What follows belongs to an exercise in optimizing a design on an open flow for small area, a short achievable clock period and few clock cycles; a production flow would make more cautious choices. Where RTL was checked, it was by simulation tests only, not by an equivalence proof against the original. No activity file was given, so power comes from the tool's default toggle rates.

==> module tpp_top, before the edit <==
module tpp_top (
    input         axi_aclk,
    input         axi_resetn,
    input  [63:0] tpp_reg0_in,
    input  [63:0] tpp_reg1_in,
    input  [63:0] tpp_reg2_in,
    output [63:0] tpp_reg0_out,
    output [63:0] tpp_reg1_out,
    output [63:0] tpp_reg2_out,
    output [63:0] tpp_reg3_out,
    output [63:0] tpp_reg4_out,
    output [63:0] tpp_reg5_out,
    output [63:0] tpp_reg6_out,
    output [63:0] tpp_reg7_out,
    output [255:0] m_axis_tdata,
    output [31:0]  m_axis_tstrb,
    output [127:0] m_axis_tuser,
    output         m_axis_tvalid,
    input          m_axis_tready,
    output         m_axis_tlast,
    input  [255:0] s_axis_tdata,
    input  [31:0]  s_axis_tstrb,
    input  [127:0] s_axis_tuser,
    input          s_axis_tvalid,
    output         s_axis_tready,
    input          s_axis_tlast
);
   localparam [63:0] REG3_DEFAULT = 64'd160000;
   wire acc = axi_resetn & s_axis_tvalid & m_axis_tready;
   assign s_axis_tready = m_axis_tready;
   assign m_axis_tvalid = s_axis_tvalid;
   assign m_axis_tstrb  = s_axis_tstrb;
   assign m_axis_tuser  = s_axis_tuser;
   assign m_axis_tlast  = s_axis_tlast;
   assign m_axis_tdata[255:64] = s_axis_tdata[255:64];
   reg p0, p1, p2, w3;
   reg use_ld;                  
   reg use_live;                
   reg [2:0] lsel;              
   reg [7:0]  rsel;             
   reg [15:0] asel;             
   reg        st;               
   reg        cond;             
   reg [1:0]  isel, jsel;       
   wire [7:0] op = s_axis_tdata[7:0];
   wire op0 = op == 8'd0;
   wire op1 = op == 8'd1;
   wire op2 = op == 8'd2;
   wire op3 = op == 8'd3;
   wire op4 = op == 8'd4;
   wire op5 = op == 8'd5;
   wire [2:0] r_in = op4 ? s_axis_tdata[18:16] : s_axis_tdata[10:8];
   wire [3:0] a_in = op5 ? s_axis_tdata[19:16] : s_axis_tdata[11:8];
   always @(posedge axi_aclk) begin
      if (~axi_resetn) begin
         p0 <= 1'b1;
         p1 <= 1'b0;
         p2 <= 1'b0;
         w3 <= 1'b0;
         use_ld <= 1'b0;
         use_live <= 1'b0;
      end else if (acc) begin
         p0 <= s_axis_tlast;
         p1 <= p0 & ~s_axis_tlast;
         p2 <= p1 & ~s_axis_tlast;
         w3 <= p2 & ~s_axis_tlast;
         use_ld <= p2 & ~s_axis_tlast & (op0 | op1);
         use_live <= p2 & ~s_axis_tlast & op0 & (r_in < 3'd3);
      end
   end
   always @(posedge axi_aclk) begin
      if (p2) begin
         rsel <= (op2 | op4) ? (8'd1 << r_in) : 8'd0;
         asel <= (op3 | op5) ? (16'd1 << a_in) : 16'd0;
         st   <= op2 | op3 | op4 | op5;
         cond <= op4 | op5;
         lsel <= op0 ? (3'd1 << r_in) : 3'd0;
         isel <= s_axis_tdata[9:8];
         jsel <= (op4 | op5) ? s_axis_tdata[13:12] : 2'd0;
      end
   end
   wire [63:0] lane_i = s_axis_tdata[64*isel +: 64];
   wire [63:0] lane_j = s_axis_tdata[64*jsel +: 64];
   reg [63:0] wd;
   reg [7:0]  eqb;
   reg        do_w;
   integer b;
   always @(posedge axi_aclk) begin
      wd   <= lane_j;
      for (b = 0; b < 8; b = b + 1)
         eqb[b] <= lane_i[8*b +: 8] == lane_j[8*b +: 8];
      do_w <= acc & w3 & st;
   end
   wire       wr    = do_w & (~cond | (&eqb));
   wire [7:3] wen_r = wr ? rsel[7:3] : 5'd0;
   wire [15:0] wen_m = wr ? asel : 16'd0;
   reg [63:0] r0, r1, r2, r3, r4, r5, r6, r7;
   always @(posedge axi_aclk) begin
      r0 <= axi_resetn ? tpp_reg0_in : 64'd0;
      r1 <= axi_resetn ? tpp_reg1_in : 64'd0;
      r2 <= axi_resetn ? tpp_reg2_in : 64'd0;
   end
   wire [63:0] wd_z = wd & {64{axi_resetn}};
   wire [63:0] wd_3 = (wd & {64{axi_resetn}}) | (REG3_DEFAULT & {64{~axi_resetn}});
   always @(posedge axi_aclk) begin
      if (wen_r[3] | ~axi_resetn) r3 <= wd_3;
      if (wen_r[4] | ~axi_resetn) r4 <= wd_z;
      if (wen_r[5] | ~axi_resetn) r5 <= wd_z;
      if (wen_r[6] | ~axi_resetn) r6 <= wd_z;
      if (wen_r[7] | ~axi_resetn) r7 <= wd_z;
   end
   assign tpp_reg0_out = r0;
   assign tpp_reg1_out = r1;
   assign tpp_reg2_out = r2;
   assign tpp_reg3_out = r3;
   assign tpp_reg4_out = r4;
   assign tpp_reg5_out = r5;
   assign tpp_reg6_out = r6;
   assign tpp_reg7_out = r7;
   reg [1023:0] mem;
   integer k;
   always @(posedge axi_aclk) begin
      for (k = 0; k < 16; k = k + 1)
         if (wen_m[k]) mem[64*k +: 64] <= wd;
   end
   wire [7:0]  lr_in = op0 ? (8'd1 << r_in) : 8'd0;
   wire [15:0] la_in = op1 ? (16'd1 << a_in) : 16'd0;
   reg [63:0] ld_next, ld_data;
   always @(*) begin
      ld_next = ({64{lr_in[0]}} & r0) | ({64{lr_in[1]}} & r1) |
                ({64{lr_in[2]}} & r2) | ({64{lr_in[3]}} & r3) |
                ({64{lr_in[4]}} & r4) | ({64{lr_in[5]}} & r5) |
                ({64{lr_in[6]}} & r6) | ({64{lr_in[7]}} & r7);
      for (k = 0; k < 16; k = k + 1)
         ld_next = ld_next | ({64{la_in[k]}} & mem[64*k +: 64]);
   end
   wire [63:0] ld_live = ({64{lsel[0]}} & r0) | ({64{lsel[1]}} & r1) |
                         ({64{lsel[2]}} & r2);
   always @(posedge axi_aclk) begin
      if (p2) ld_data <= ld_next;
      else if (use_live) ld_data <= ld_live;
   end
   assign m_axis_tdata[63:0] = use_ld ? ld_data : s_axis_tdata[63:0];
endmodule
clock: 6.0 ns
lec_check: 0
cap_margin: 20
core_area: 4 4 536 536
die_area: 0 0 540 540
place_density: 0.6
setup_slack_margin: 3.3
slew_margin: 20
tns_end_percent: 20
standard.sh (not shown) runs the stock make flow with config.mk's settings and CLKGATE_MAP_FILE= SYNTH_SCRIPT=/design/flow/synth_recipe.tcl, a recipe that flattens the netlist after the stock synthesis.
==> flow/flow/run.sh <==
#!/bin/bash
# Layout flow: the standard ORFS flow (standard.sh, unchanged synthesis,
# floorplan, power grid, placement, CTS and routing) with these changes:
#  - each pass-through input pin is placed next to the output pin it feeds
#    (flow/pins.tcl, sourced just before ORFS places the pins);
#  - the port buffers that ORFS inserts are buf_1 cells.
# The make output goes to layout.log; ORFS keeps each step's log under orfs/logs.
set -euo pipefail
here=$(pwd)
export PRE_IO_PLACEMENT_TCL=$here/flow/pins.tcl
export BUFFER_PORTS_ARGS="-buffer_cell sky130_fd_sc_hd__buf_1"
bash standard.sh > "$here/layout.log" 2>&1
Other scripts of this flow, unchanged in this note and not shown: flow/flow/pins.tcl
Testbench counts at the start, summed over its fixed seeds: cycles 16,624.
Rerun with:
--- a/flow/design.v
+++ b/flow/design.v
@@ -33,11 +33,11 @@
    assign m_axis_tuser  = s_axis_tuser;
    assign m_axis_tlast  = s_axis_tlast;
    assign m_axis_tdata[255:64] = s_axis_tdata[255:64];
    reg p0, p1, p2, w3;
    reg use_ld;                  
-   reg use_live;                
+   reg use_st;                  
    reg [2:0] lsel;              
    reg [7:0]  rsel;             
    reg [15:0] asel;             
    reg        st;               
    reg        cond;             
@@ -56,27 +56,28 @@
          p0 <= 1'b1;
          p1 <= 1'b0;
          p2 <= 1'b0;
          w3 <= 1'b0;
          use_ld <= 1'b0;
-         use_live <= 1'b0;
+         use_st <= 1'b0;
+         lsel <= 3'd0;
       end else if (acc) begin
          p0 <= s_axis_tlast;
          p1 <= p0 & ~s_axis_tlast;
          p2 <= p1 & ~s_axis_tlast;
          w3 <= p2 & ~s_axis_tlast;
          use_ld <= p2 & ~s_axis_tlast & (op0 | op1);
-         use_live <= p2 & ~s_axis_tlast & op0 & (r_in < 3'd3);
+         use_st <= p2 & ~s_axis_tlast & (op1 | (op0 & (r_in >= 3'd3)));
+         lsel <= (p2 & ~s_axis_tlast & op0) ? (3'd1 << r_in) : 3'd0;
       end
    end
    always @(posedge axi_aclk) begin
-      if (p2) begin
+      if (acc & p2) begin
          rsel <= (op2 | op4) ? (8'd1 << r_in) : 8'd0;
          asel <= (op3 | op5) ? (16'd1 << a_in) : 16'd0;
          st   <= op2 | op3 | op4 | op5;
          cond <= op4 | op5;
-         lsel <= op0 ? (3'd1 << r_in) : 3'd0;
          isel <= s_axis_tdata[9:8];
          jsel <= (op4 | op5) ? s_axis_tdata[13:12] : 2'd0;
       end
    end
    wire [63:0] lane_i = s_axis_tdata[64*isel +: 64];
@@ -125,20 +126,19 @@
    end
    wire [7:0]  lr_in = op0 ? (8'd1 << r_in) : 8'd0;
    wire [15:0] la_in = op1 ? (16'd1 << a_in) : 16'd0;
    reg [63:0] ld_next, ld_data;
    always @(*) begin
-      ld_next = ({64{lr_in[0]}} & r0) | ({64{lr_in[1]}} & r1) |
-                ({64{lr_in[2]}} & r2) | ({64{lr_in[3]}} & r3) |
-                ({64{lr_in[4]}} & r4) | ({64{lr_in[5]}} & r5) |
-                ({64{lr_in[6]}} & r6) | ({64{lr_in[7]}} & r7);
+      ld_next = ({64{lr_in[3]}} & r3) | ({64{lr_in[4]}} & r4) |
+                ({64{lr_in[5]}} & r5) | ({64{lr_in[6]}} & r6) |
+                ({64{lr_in[7]}} & r7);
       for (k = 0; k < 16; k = k + 1)
          ld_next = ld_next | ({64{la_in[k]}} & mem[64*k +: 64]);
    end
-   wire [63:0] ld_live = ({64{lsel[0]}} & r0) | ({64{lsel[1]}} & r1) |
-                         ({64{lsel[2]}} & r2);
    always @(posedge axi_aclk) begin
-      if (p2) ld_data <= ld_next;
-      else if (use_live) ld_data <= ld_live;
+      if (acc & p2) ld_data <= ld_next;
    end
-   assign m_axis_tdata[63:0] = use_ld ? ld_data : s_axis_tdata[63:0];
+   wire [63:0] ld_word = use_st ? ld_data :
+                         (({64{lsel[0]}} & r0) | ({64{lsel[1]}} & r1) |
+                          ({64{lsel[2]}} & r2));
+   assign m_axis_tdata[63:0] = use_ld ? ld_word : s_axis_tdata[63:0];
 endmodule
Outcome: Clock-buffer cell count shrinks by 39; total power hardly moves; global-route usage shrinks by 1.0 points; sequential power stays flat; combinational power shrinks by 15%; die area stays the same; clock skew grows by 21 ps; clock power stays flat; hold slack got worse by 7.5 ps; routed wire length shrinks by 4.1%.
For the second run of this note, only the layout was checked, not whether the RTL still works.

========
Setup of job 8194:
Another version of the RTL of tpp_top (not shown whole).
Size in the first run: roughly 1700 flip-flops, about 1500 I/O pins.
Design tpp_top, start of the top module:
module tpp_top (
    input         axi_aclk,
    input         axi_resetn,
    input  [63:0] tpp_reg0_in,
    input  [63:0] tpp_reg1_in,
    input  [63:0] tpp_reg2_in,
    output [63:0] tpp_reg0_out,
    output [63:0] tpp_reg1_out,
    output [63:0] tpp_reg2_out,
    output [63:0] tpp_reg3_out,
    output [63:0] tpp_reg4_out,
    output [63:0] tpp_reg5_out,
    output [63:0] tpp_reg6_out,
    output [63:0] tpp_reg7_out,
    output [255:0] m_axis_tdata,
    output [31:0]  m_axis_tstrb,
    output [127:0] m_axis_tuser,
    output         m_axis_tvalid,
    input          m_axis_tready,
    output         m_axis_tlast,
    input  [255:0] s_axis_tdata,
    input  [31:0]  s_axis_tstrb,
    input  [127:0] s_axis_tuser,
    input          s_axis_tvalid,
    output         s_axis_tready,
    input          s_axis_tlast
);
==> module tpp_top, before the edit <==
module tpp_top (
    input         axi_aclk,
    input         axi_resetn,
    input  [63:0] tpp_reg0_in,
    input  [63:0] tpp_reg1_in,
    input  [63:0] tpp_reg2_in,
    output [63:0] tpp_reg0_out,
    output [63:0] tpp_reg1_out,
    output [63:0] tpp_reg2_out,
    output [63:0] tpp_reg3_out,
    output [63:0] tpp_reg4_out,
    output [63:0] tpp_reg5_out,
    output [63:0] tpp_reg6_out,
    output [63:0] tpp_reg7_out,
    output [255:0] m_axis_tdata,
    output [31:0]  m_axis_tstrb,
    output [127:0] m_axis_tuser,
    output         m_axis_tvalid,
    input          m_axis_tready,
    output         m_axis_tlast,
    input  [255:0] s_axis_tdata,
    input  [31:0]  s_axis_tstrb,
    input  [127:0] s_axis_tuser,
    input          s_axis_tvalid,
    output         s_axis_tready,
    input          s_axis_tlast
);
   localparam [63:0] REG3_DEFAULT = 64'd160000;
   wire acc = axi_resetn & s_axis_tvalid & m_axis_tready;
   assign s_axis_tready = m_axis_tready;
   assign m_axis_tvalid = s_axis_tvalid;
   assign m_axis_tstrb  = s_axis_tstrb;
   assign m_axis_tuser  = s_axis_tuser;
   assign m_axis_tlast  = s_axis_tlast;
   assign m_axis_tdata[255:64] = s_axis_tdata[255:64];
   reg p0, p1, p2, w3;
   reg use_ld;                  
   reg        lsm;              
   reg [3:0]  laddr;            
   reg [7:0]  rsel;             
   reg [15:0] asel;             
   reg        st;               
   reg        cond;             
   reg [1:0]  isel, jsel;       
   wire [7:0] op = s_axis_tdata[7:0];
   wire op0 = op == 8'd0;
   wire op1 = op == 8'd1;
   wire op2 = op == 8'd2;
   wire op3 = op == 8'd3;
   wire op4 = op == 8'd4;
   wire op5 = op == 8'd5;
   wire [2:0] r_in = op4 ? s_axis_tdata[18:16] : s_axis_tdata[10:8];
   wire [3:0] a_in = op5 ? s_axis_tdata[19:16] : s_axis_tdata[11:8];
   always @(posedge axi_aclk) begin
      if (~axi_resetn) begin
         p0 <= 1'b1;
         p1 <= 1'b0;
         p2 <= 1'b0;
         w3 <= 1'b0;
         use_ld <= 1'b0;
      end else if (acc) begin
         p0 <= s_axis_tlast;
         p1 <= p0 & ~s_axis_tlast;
         p2 <= p1 & ~s_axis_tlast;
         w3 <= p2 & ~s_axis_tlast;
         use_ld <= p2 & ~s_axis_tlast & (op0 | op1);
      end
   end
   always @(posedge axi_aclk) begin
      if (p2) begin
         rsel <= (op2 | op4) ? (8'd1 << r_in) : 8'd0;
         asel <= (op3 | op5) ? (16'd1 << a_in) : 16'd0;
         st   <= op2 | op3 | op4 | op5;
         cond <= op4 | op5;
         lsm   <= s_axis_tdata[0];
         laddr <= s_axis_tdata[11:8];
         isel <= s_axis_tdata[9:8];
         jsel <= (op4 | op5) ? s_axis_tdata[13:12] : 2'd0;
      end
   end
   wire [63:0] lane_i = s_axis_tdata[64*isel +: 64];
   wire [63:0] lane_j = s_axis_tdata[64*jsel +: 64];
   reg [63:0] wd;
   reg [7:0]  eqb;
   reg        do_w;
   integer b;
   always @(posedge axi_aclk) begin
      wd   <= lane_j;
      for (b = 0; b < 8; b = b + 1)
         eqb[b] <= lane_i[8*b +: 8] == lane_j[8*b +: 8];
      do_w <= acc & w3 & st;
   end
   wire       wr    = do_w & (~cond | (&eqb));
   wire [7:3] wen_r = wr ? rsel[7:3] : 5'd0;
   wire [15:0] wen_m = wr ? asel : 16'd0;
   reg [63:0] r0, r1, r2, r3, r4, r5, r6, r7;
   always @(posedge axi_aclk) begin
      r0 <= axi_resetn ? tpp_reg0_in : 64'd0;
      r1 <= axi_resetn ? tpp_reg1_in : 64'd0;
      r2 <= axi_resetn ? tpp_reg2_in : 64'd0;
   end
   wire [63:0] wd_z = wd & {64{axi_resetn}};
   wire [63:0] wd_3 = (wd & {64{axi_resetn}}) | (REG3_DEFAULT & {64{~axi_resetn}});
   always @(posedge axi_aclk) begin
      if (wen_r[3] | ~axi_resetn) r3 <= wd_3;
      if (wen_r[4] | ~axi_resetn) r4 <= wd_z;
      if (wen_r[5] | ~axi_resetn) r5 <= wd_z;
      if (wen_r[6] | ~axi_resetn) r6 <= wd_z;
      if (wen_r[7] | ~axi_resetn) r7 <= wd_z;
   end
   assign tpp_reg0_out = r0;
   assign tpp_reg1_out = r1;
   assign tpp_reg2_out = r2;
   assign tpp_reg3_out = r3;
   assign tpp_reg4_out = r4;
   assign tpp_reg5_out = r5;
   assign tpp_reg6_out = r6;
   assign tpp_reg7_out = r7;
   reg [1023:0] mem;
   integer k;
   always @(posedge axi_aclk) begin
      for (k = 0; k < 16; k = k + 1)
         if (wen_m[k]) mem[64*k +: 64] <= wd;
   end
   wire       ls = p2 ? s_axis_tdata[0] : lsm;
   wire [3:0] la = p2 ? s_axis_tdata[11:8] : laddr;
   reg [63:0] rd_reg, rd_mem, ld_data;
   always @(*) begin
      case (la[2:0])
        3'd0: rd_reg = r0;
        3'd1: rd_reg = r1;
        3'd2: rd_reg = r2;
        3'd3: rd_reg = r3;
        3'd4: rd_reg = r4;
        3'd5: rd_reg = r5;
        3'd6: rd_reg = r6;
        default: rd_reg = r7;
      endcase
      rd_mem = mem[64*la +: 64];
   end
   always @(posedge axi_aclk) ld_data <= ls ? rd_mem : rd_reg;
   assign m_axis_tdata[63:0] = use_ld ? ld_data : s_axis_tdata[63:0];
endmodule
export LEC_CHECK = 0
export CAP_MARGIN = 20
export CORE_AREA = 4 4 536 536
export DIE_AREA = 0 0 540 540
export PLACE_DENSITY = 0.6
export SETUP_SLACK_MARGIN = 3.0
export SLEW_MARGIN = 20
export TNS_END_PERCENT = 5
create_clock -name core_clock -period 6.0 [get_ports {axi_aclk}]
==> flow/flow/run.sh <==
#!/bin/bash
# Layout flow: the standard ORFS flow (standard.sh, unchanged synthesis,
# floorplan, power grid, placement, CTS and routing) with these changes:
#  - pin placement constraints (flow/pins.tcl,
#    sourced just before ORFS places the pins): each pass-through input pin
#    sits next to the output pin it feeds, and each group of pins is kept on
#    one edge of the die;
#  - the port buffers that ORFS inserts are buf_1 cells.
# The make output goes to layout.log; ORFS keeps each step's log under orfs/logs.
set -euo pipefail
here=$(pwd)
export PRE_IO_PLACEMENT_TCL=$here/flow/pins.tcl
export BUFFER_PORTS_ARGS="-buffer_cell sky130_fd_sc_hd__buf_1"
bash standard.sh > "$here/layout.log" 2>&1
==> flow/flow/pins.tcl <==
# Pin placement constraints, sourced by ORFS just before it places the pins.
#  - each pass-through input pin sits next to the output pin it feeds;
#  - the stream data and control pins share the bottom edge, so that the
#    LOAD/STORE logic can sit close to all of them;
#  - tuser/tstrb (plain wires) go on the left edge, register mirrors 0-1 on
#    the right, mirror 2 and registers 3-7 on the top.
proc tpp_pair {edge a b} {
  set_io_pin_constraint -group -order -region $edge:* -pin_names [list $a $b]
}
for {set k 0} {$k < 256} {incr k} {
  tpp_pair bottom "s_axis_tdata\[$k\]" "m_axis_tdata\[$k\]"
}
tpp_pair bottom s_axis_tlast m_axis_tlast
tpp_pair bottom s_axis_tvalid m_axis_tvalid
tpp_pair bottom m_axis_tready s_axis_tready
set_io_pin_constraint -region bottom:* -pin_names {axi_resetn}
for {set k 0} {$k < 32} {incr k} {
  tpp_pair left "s_axis_tstrb\[$k\]" "m_axis_tstrb\[$k\]"
}
for {set k 0} {$k < 128} {incr k} {
  tpp_pair left "s_axis_tuser\[$k\]" "m_axis_tuser\[$k\]"
}
foreach r {0 1} {
  for {set k 0} {$k < 64} {incr k} {
    tpp_pair right "tpp_reg${r}_in\[$k\]" "tpp_reg${r}_out\[$k\]"
  }
}
for {set k 0} {$k < 64} {incr k} {
  tpp_pair top "tpp_reg2_in\[$k\]" "tpp_reg2_out\[$k\]"
}
set tpp_top_pins {}
foreach r {3 4 5 6 7} {
  for {set k 0} {$k < 64} {incr k} { lappend tpp_top_pins "tpp_reg${r}_out\[$k\]" }
}
set_io_pin_constraint -region top:* -pin_names $tpp_top_pins
Testbench counts of job 8194, summed over its fixed seeds: cycles 16,624.
Input-level comparison between job 8491 and job 8194:
--- a/flow/design.v
+++ b/flow/design.v
@@ -55,19 +55,19 @@
       if (~axi_resetn) begin
          p0 <= 1'b1;
          p1 <= 1'b0;
          p2 <= 1'b0;
          w3 <= 1'b0;
-         use_ld <= 1'b0;
       end else if (acc) begin
          p0 <= s_axis_tlast;
          p1 <= p0 & ~s_axis_tlast;
          p2 <= p1 & ~s_axis_tlast;
          w3 <= p2 & ~s_axis_tlast;
-         use_ld <= p2 & ~s_axis_tlast & (op0 | op1);
       end
    end
+   wire use_ld_nx = axi_resetn & (acc ? (p2 & ~s_axis_tlast & (op0 | op1)) : use_ld);
+   always @(posedge axi_aclk) use_ld <= use_ld_nx;
    always @(posedge axi_aclk) begin
       if (p2) begin
          rsel <= (op2 | op4) ? (8'd1 << r_in) : 8'd0;
          asel <= (op3 | op5) ? (16'd1 << a_in) : 16'd0;
          st   <= op2 | op3 | op4 | op5;
@@ -76,12 +76,13 @@
          laddr <= s_axis_tdata[11:8];
          isel <= s_axis_tdata[9:8];
          jsel <= (op4 | op5) ? s_axis_tdata[13:12] : 2'd0;
       end
    end
-   wire [63:0] lane_i = s_axis_tdata[64*isel +: 64];
-   wire [63:0] lane_j = s_axis_tdata[64*jsel +: 64];
+   wire [255:0] w3_data = {s_axis_tdata[255:64], m_axis_tdata[63:0]};
+   wire [63:0] lane_i = w3_data[64*isel +: 64];
+   wire [63:0] lane_j = w3_data[64*jsel +: 64];
    reg [63:0] wd;
    reg [7:0]  eqb;
    reg        do_w;
    integer b;
    always @(posedge axi_aclk) begin
@@ -122,11 +123,11 @@
       for (k = 0; k < 16; k = k + 1)
          if (wen_m[k]) mem[64*k +: 64] <= wd;
    end
    wire       ls = p2 ? s_axis_tdata[0] : lsm;
    wire [3:0] la = p2 ? s_axis_tdata[11:8] : laddr;
-   reg [63:0] rd_reg, rd_mem, ld_data;
+   reg [63:0] rd_reg, rd_mem;
    always @(*) begin
       case (la[2:0])
         3'd0: rd_reg = r0;
         3'd1: rd_reg = r1;
         3'd2: rd_reg = r2;
@@ -136,8 +137,13 @@
         3'd6: rd_reg = r6;
         default: rd_reg = r7;
       endcase
       rd_mem = mem[64*la +: 64];
    end
-   always @(posedge axi_aclk) ld_data <= ls ? rd_mem : rd_reg;
-   assign m_axis_tdata[63:0] = use_ld ? ld_data : s_axis_tdata[63:0];
+   wire [63:0] ld_next = ls ? rd_mem : rd_reg;
+   reg [63:0] ld_one, ld_keep;
+   always @(posedge axi_aclk) begin
+      ld_one  <= {64{use_ld_nx}} & ld_next;
+      ld_keep <= ~({64{use_ld_nx}} & ~ld_next);
+   end
+   assign m_axis_tdata[63:0] = (s_axis_tdata[63:0] | ld_one) & ld_keep;
 endmodule
[summary]
Switching component of the power: job 8491 and job 8194 compared, higher one is job 8491. Transition at the pin with the smallest max-transition slack for job 8491 is higher than for job 8194. Job 8491 reports a higher compound-cell area share of the yosys netlist than job 8194 does. Summary of job 8491 over job 8194: via count picked up an extra 7176, wire length of the first global-routing pass shows an increase of 22%, overall power after layout grew by 0.0016 W, wire length rose about 23%. Higher detail-routed via count per cell among job 8491 and job 8194: job 8491.
Testbench counts of job 8491, summed over its fixed seeds: cycles 16,624.

-- port drivers added, routing unchanged --
The flow's constraints put no driver on any port. The routed layouts listed below were extracted and timed again, unchanged, in two steps.
Step 1 assumes that a clkbuf_16 drives the clock port and a buf_2 every other input.
Step 2 adds t to the input delays and takes it off the output delays; t is the mean of the earliest and latest rising clock arrival at the registers after step 1. Input paths then give back, and output paths get back, about the clock's delay inside the block.
Slacks: ideal / step 1 / step 2; pairs: ideal / step 1.
run | shift t [ns] | setup slack, ns | latest minus earliest clock arrival (ns)
the first run of note 1 | 0.984 | 2.464 / 2.333 / 1.856 | 0.076 / 0.076
the second run of note 1 | 0.937 | 1.632 / 1.526 / 2.029 | 0.093 / 0.094
job 8194 | 0.941 | 2.708 / 2.618 / 1.895 | 0.108 / 0.108
job 8491 | 0.934 | 2.554 / 2.346 / 1.412 | 0.064 / 0.065
After both steps every run listed still meets setup and hold. The setup slack of job 8491, which loses most, moves by -0.208 ns with the drivers and by -1.142 ns with both steps.
